This is an optimization exercise on Yosys and OpenROAD, whose aim is small area, a short achievable clock period and few clock cycles per item, not a production implementation. Function was not checked in any run shown here: the RTL went through the layout flow alone.

==> flow/design.v, too long to show whole: its modules and the start of the top module <==
// module mult: 2816 lines
// module mult_bsel: 10 lines
// module mult_fa: 10 lines
// module mult_inc: 8 lines
// module mult_ha: 9 lines
// module mult_gpnn: 8 lines
// module mult_gpnnx: 11 lines
// module mult_gpnp: 8 lines
// module mult_gppn: 8 lines
// module mult_gppp: 8 lines
// module mult_gpppx: 11 lines
module mult #(
    parameter int INPUT_WIDTH = 32,
    parameter bit IS_SIGNED   = 1'b0
) (
    input logic aclk,
    input logic arst_n,
    input  logic [              1:0] in_tvalid,
    output logic [              1:0] in_tready,
    input  logic [2*INPUT_WIDTH-1:0] in_tdata,
    output logic                     out_tvalid,
    input  logic                     out_tready,
    output logic [2*INPUT_WIDTH-1:0] out_tdata
);
  // ...
==> flow/flow/run.sh <==
#!/bin/bash
# The standard layout with four changes to how it is made:
#  - flow/downsize.tcl (before floorplan) sets every combinational cell to the
#    smallest drive strength of its function; the repair steps size up what
#    the placed loads and timing need,
#  - buffers that synthesis inserted are removed at floorplan (the repair
#    steps buffer the placed nets instead),
#  - the port buffers start as buf_1 (repair sizes them up where needed),
#  - the timing repair keeps SETUP_SLACK_MARGIN ns of setup slack, so it
#    aims below the clock period.
# make's output goes to flow_make.log; each ORFS step logs under orfs/logs.
set -euo pipefail
here=$(pwd)
bash standard.sh SETUP_SLACK_MARGIN=6.2 REMOVE_ABC_BUFFERS=1 \
  "BUFFER_PORTS_ARGS=-buffer_cell sky130_fd_sc_hd__buf_1" \
  PRE_FLOORPLAN_TCL="$here/flow/downsize.tcl" finish > flow_make.log 2>&1
==> flow/flow/downsize.tcl <==
# Before floorplan: give every combinational cell the smallest drive strength
# of its function, so that repair_design and repair_timing size up only the
# cells that the placed design's loads and timing need. Registers, clock
# buffers, tie cells and physical cells are left as synthesis made them.
set dont_use {}
if {[info exists ::env(DONT_USE_CELLS)]} { set dont_use $::env(DONT_USE_CELLS) }
set db [ord::get_db]
set smallest [dict create]
foreach lib [$db getLibs] {
  foreach m [$lib getMasters] {
    set n [$m getName]
    if {![regexp {^(sky130_fd_sc_hd__[a-z0-9]+)_([0-9]+)$} $n -> base drv]} { continue }
    set skip 0
    foreach pat $dont_use { if {[string match $pat $n]} { set skip 1 } }
    if {$skip} { continue }
    set area [expr {[$m getWidth] * [$m getHeight]}]
    if {![dict exists $smallest $base] || $area < [lindex [dict get $smallest $base] 1]} {
      dict set smallest $base [list $m $area]
    }
  }
}
set swapped 0
foreach inst [[ord::get_db_block] getInsts] {
  set m [$inst getMaster]
  set n [$m getName]
  if {![regexp {^(sky130_fd_sc_hd__([a-z0-9]+))_([0-9]+)$} $n -> base short drv]} { continue }
  if {[regexp {^(df|edf|sdf|dl|clk|conb|tap|fill|decap|diode|lpflow)} $short]} { continue }
  if {![dict exists $smallest $base]} { continue }
  set new [lindex [dict get $smallest $base] 0]
  if {$new ne $m && [$new getName] ne $n} {
    if {[$inst swapMaster $new]} { incr swapped }
  }
}
puts "downsize: $swapped cells set to their smallest drive strength"
==> flow/standard.sh <==
#!/bin/bash
# synth_recipe.tcl (not shown) runs the flow's synth.tcl, then flattens the netlist and writes it again
# the make line also repeats each setting of config.mk as NAME=value (left out here)
make -C /OpenROAD-flow-scripts/flow DESIGN_CONFIG=/design/flow/config.mk WORK_HOME=/design/flow/orfs CLKGATE_MAP_FILE= SYNTH_SCRIPT=/design/flow/synth_recipe.tcl "${@:-finish}"
==> flow/config.mk <==
export PLATFORM = sky130hd
export DESIGN_NAME = mult
export DESIGN_NICKNAME = mult
export VERILOG_FILES = /design/flow/design.v
export SDC_FILE = /design/flow/constraint.sdc
export NUM_CORES = 4
export LEC_CHECK = 0
export ABC_AREA = 0
export CAP_MARGIN = 20
export CORE_MARGIN = 2
export CORE_UTILIZATION = 45
export PLACE_DENSITY = 0.65
export SLEW_MARGIN = 20
export SYNTH_HIERARCHICAL = 1
==> flow/constraint.sdc <==
create_clock -name core_clock -period 11.0 [get_ports {aclk}]
set_input_delay 2.2000 -clock core_clock [delete_from_list [all_inputs] [get_ports {aclk}]]
set_output_delay 2.2000 -clock core_clock [all_outputs]
set_load 0.01 [all_outputs]
==> run_results.csv, run 1 <==
group,metric,value,unit
outcome,status,"complete, no violations",
sta,fmax,201,MHz
layout,multi_input_area_share,71.9,%
clocking,post-cts-setup-buffers,11,
critical_path,regToRegEndpoint,"c_r[30]",
critical_path,reg2reg_slack,6.23,ns
layout,bufAreaShareNonClock,6.77,%
layout,top_regs,"a (32), c_r (26), s_r (26)",
layout,largest_register_ffs,32,
clocking,cts_buffer_depth,2,
hold_path,hold_end,"v2_r",
critical_path,worst_setup_path_start_kind,"input port",
clocking,clockRootBuffer,"clkbuf_16",
die,core,61600,um^2
critical_path,worst-path-buf-inv,2,
die,tap-cell-count,837,
drt,num_vias,23600,
drt,routed_wl,101000,um
hold_path,worstHoldStart,"v1_r",
layout,final_cell_area,33000,um^2
critical_path,crit_end,"in_tready[0]",
die,die_w,254,um
==> run 2, diff against run 1 <==
--- a/flow/design.v
+++ b/flow/design.v
@@ -11,18 +11,18 @@
     input  logic                     out_tready,
     output logic [2*INPUT_WIDTH-1:0] out_tdata
 );
     logic v1_r, v2_r;       
     logic room_r;           
     logic en1, en2;
     assign en2 = out_tready || !v2_r;
     assign en1 = out_tready || room_r;
-    assign in_tready[0] = en1 && in_tvalid[1];
-    assign in_tready[1] = en1 && in_tvalid[0];
+    mult_rdy u_rdy0 (.t(out_tready), .r(room_r), .v(in_tvalid[1]), .y(in_tready[0]));
+    mult_rdy u_rdy1 (.t(out_tready), .r(room_r), .v(in_tvalid[0]), .y(in_tready[1]));
     logic [31:0] a;
     logic [15:0] one, two, neg;
     logic btop;
     logic [15:0] one_n, two_n, neg_n;
     always_comb begin
         one_n[0] = in_tdata[32];
         two_n[0] = in_tdata[33] & ~in_tdata[32];
         neg_n[0] = in_tdata[33];
@@ -2829,16 +2829,24 @@
     input  logic b,
     input  logic c,
     output logic s,
     output logic co
 );
     assign s  = a ^ b ^ c;
     assign co = (a & b) | (a & c) | (b & c);
 endmodule
+module mult_rdy (
+    input  logic t,
+    input  logic r,
+    input  logic v,
+    output logic y
+);
+    assign y = (t | r) & v;
+endmodule
 module mult_inc (
     input  logic h,
     input  logic o,
     input  logic c,
     output logic y
 );
     assign y = h ^ (c & o);
 endmodule
==> run 2 against run 1 <==
Compared with the run above: still clean; utilization is 0.085 points higher; sequential share of layout area is essentially flat; final area up 0.16%; synthesized cell count stayed put; count of clock-buffer cells in the layout stayed put; clock skew barely moved; critical endpoint is now out_tdata[58]; largest cell class unchanged.
==> run_results.csv, run 2 <==
group,metric,value,unit
flow_run,drv_cap,0,
sta,skew,0.0205,ns
global_routing,track_usage,31.3,%
layout,final_cell_mix,"xnor2_1 (568), fa_1 (466), a22oi_1 (450)",
critical_path,critical_path_class,"reg2out",
drt,wl_per_cell,28.4,um
critical_path,crit_arrival,2.76,ns
die,die_h,254,um
outcome,status,"complete, no violations",
die,dieArea,64300,um^2
layout,nNetsFinal,3395,
die,num_rows,91,
placed_design,portBuffers,135,
synth,syn_inst,2482,
sta,period_share,45.1,%
die,core,61600,um^2
critical_path,required,8.80,ns
clocking,htreeDepth,4,
critical_path,startpoint,"s_r[25]",
sta,report.final.hold_viol_count,0,
layout,top_regs,"a (32), c_r (26), s_r (26)",
sta,finalSetupViolCount,0,
critical_path,cp_max_fo,18,
clocking,holdBufCountCts,0,
drt,drt_pre_antenna_iters,9,
sta,worstMarginPinSlew,0.850,ns
sta,maxSlewHeadroom,43.3,%
clocking,clockRootBuffer,"clkbuf_16",
layout,largest_register_ffs,32,
global_routing,grt-ovfl-total,0,
hold_path,worstHoldStart,"v1_r",
sta,tns,0,ns
sta,rsz0062_at_grt,"true",
global_routing,grt_max_degree,81,
die,boundaryPins,136,
drt,drc_errors,0,
placed_design,dpl_worst_slack,5.35,ns
placed_design,dp_hpwl,62100,um
layout,drive_gt1_share,12.2,%
hold_path,min_path_type,"reg2reg",
clocking,clk_pin_slew_worst_paths,0.07,ns
clocking,cts.sinks,174,
drt,ant_nets,0,
drt,drt_iter0_markers,3304,
clocking,cts_tree,"done",
drt,num_vias,23600,
placed_design,place_congestion,0.938,
die,die_w,254,um
clocking,clk_latency,0.51,ns
sta,drv_slew,0,
sta,worst_slack,6.04,ns
die,initial_core_util,45.5,%
drt,routed_wl,102000,um
layout,final_common_cell,"xnor2_1",
clocking,cts_buffers,17,
critical_path,r2r_start,"a[16]",
drt,vias_per_cell,6.55,
clocking,cts_buffer_depth,2,
global_routing,grt_pass1_vias,25700,
global_routing,antenna_found_initial,0,
critical_path,worst_setup_path_start_kind,"register",
synth,yosysWarnings,7,
critical_path,critPathCaptureType,"output port",
global_routing,grt_pass1_wl,151000,um
layout,top_register,"a",
sta,fin_crit,4.96,ns
sta,fmax,202,MHz
run 2: cell type report:
class / count / area (um^2)
clock buffers: 17 / 425
well taps: 837 / 1050
flip-flops and latches: 174 / 5190
inverters: 56 / 216
multi-input cells: 2244 / 23600
fillers: 5289 / 28500
repair buffers: 259 / 2400
diodes: 1 / 2.50
clock inverters: 15 / 196
run 2: final timing paths:
kind,depth (start not counted),end,slack [ns]
worst max register to register,15,hi_r[63],6.24
worst max-delay path,11,out_tdata[58],6.04
worst min-delay path,1,room_r,0.49
worst min register to register,1,room_r,0.49
run 2: per-layer routing:
layer | global-route usage, % | vias up | wire length (um)
li1 | - | 9516 | -
met4 | 15.6 | 0 | 4950
met5 | 0.0772 | - | 0
met2 | 48.5 | 1942 | 45400
met3 | 10.2 | 383 | 14700
met1 | 39.2 | 11800 | 37200
run 2: timing repair:
| item | 4_1_cts | 5_1_grt |
|---|---|---|
| hold endpoints to repair | 0 | 0 |
| gates resized for setup | 217 | 222 |
| endpoints found under the setup margin | 59 | 53 |
| cloned | 0 | 11 |
| buffers inserted | 12 | 19 |
| pin swaps | 9 | 28 |
run 2: per-stage QoR:
step	hold slack [ns]	instances	instance area (um^2)	utilization, %
2_1_floorplan	0.440	2474	28000	-
3_3_place_gp	0.453	3527	30200	49.0
3_5_place_dp	0.472	3527	30200	49.0
4_1_cts	0.492	3571	31800	51.6
5_1_grt	0.525	3602	33100	53.7
6_report	0.492	3603	33100	53.7
run 2: worst max-delay path, stage by stage (launching register included):
cell and delay, ns:
edfxtp_1 0.43, ha_4 0.29, a21oi_4 0.16, o21ai_2 0.09, a21oi_2 0.22, o21ai_4 0.11, a21oi_4 0.28, clkinvlp_4 0.14
buf_6 0.16, nand2_1 0.08, xnor2_1 0.13, buf_2 0.16

separate check: timing with driven ports:
The results above use ideal ports. As a check the final layouts listed here were re-extracted and re-timed, cells and wires unchanged.
Step 1 (the two cells are an assumption about what drives the block):
set clk [get_ports {aclk}]
set_driving_cell -lib_cell sky130_fd_sc_hd__clkbuf_16 $clk
set_driving_cell -lib_cell sky130_fd_sc_hd__buf_2 [delete_from_list [all_inputs] $clk]
Step 2 moves the port delays by t, midway between the first and last clock arrival at a register: inputs arrive t later, outputs are due t later. That takes back most of the time a late clock gives input paths.
Slacks: ideal ports / drivers / drivers and shift; pairs: ideal ports / drivers.
run	shift t [ns]	setup WS [ns]	hold WS [ns]	latest minus earliest clock arrival (ns)	slew at the worst register clock pin (ns)
run 1	0.554	6.016 / 5.965 / 5.965	0.501 / 0.501 / 0.501	0.021 / 0.021	0.08 / 0.08
run 2	0.567	6.041 / 5.972 / 6.172	0.492 / 0.492 / 0.492	0.021 / 0.021	0.09 / 0.09
After both steps setup and hold are still met in every run listed. For run 1, which loses most, drivers alone change the setup slack by -0.051 ns; drivers and shift together by -0.051 ns.
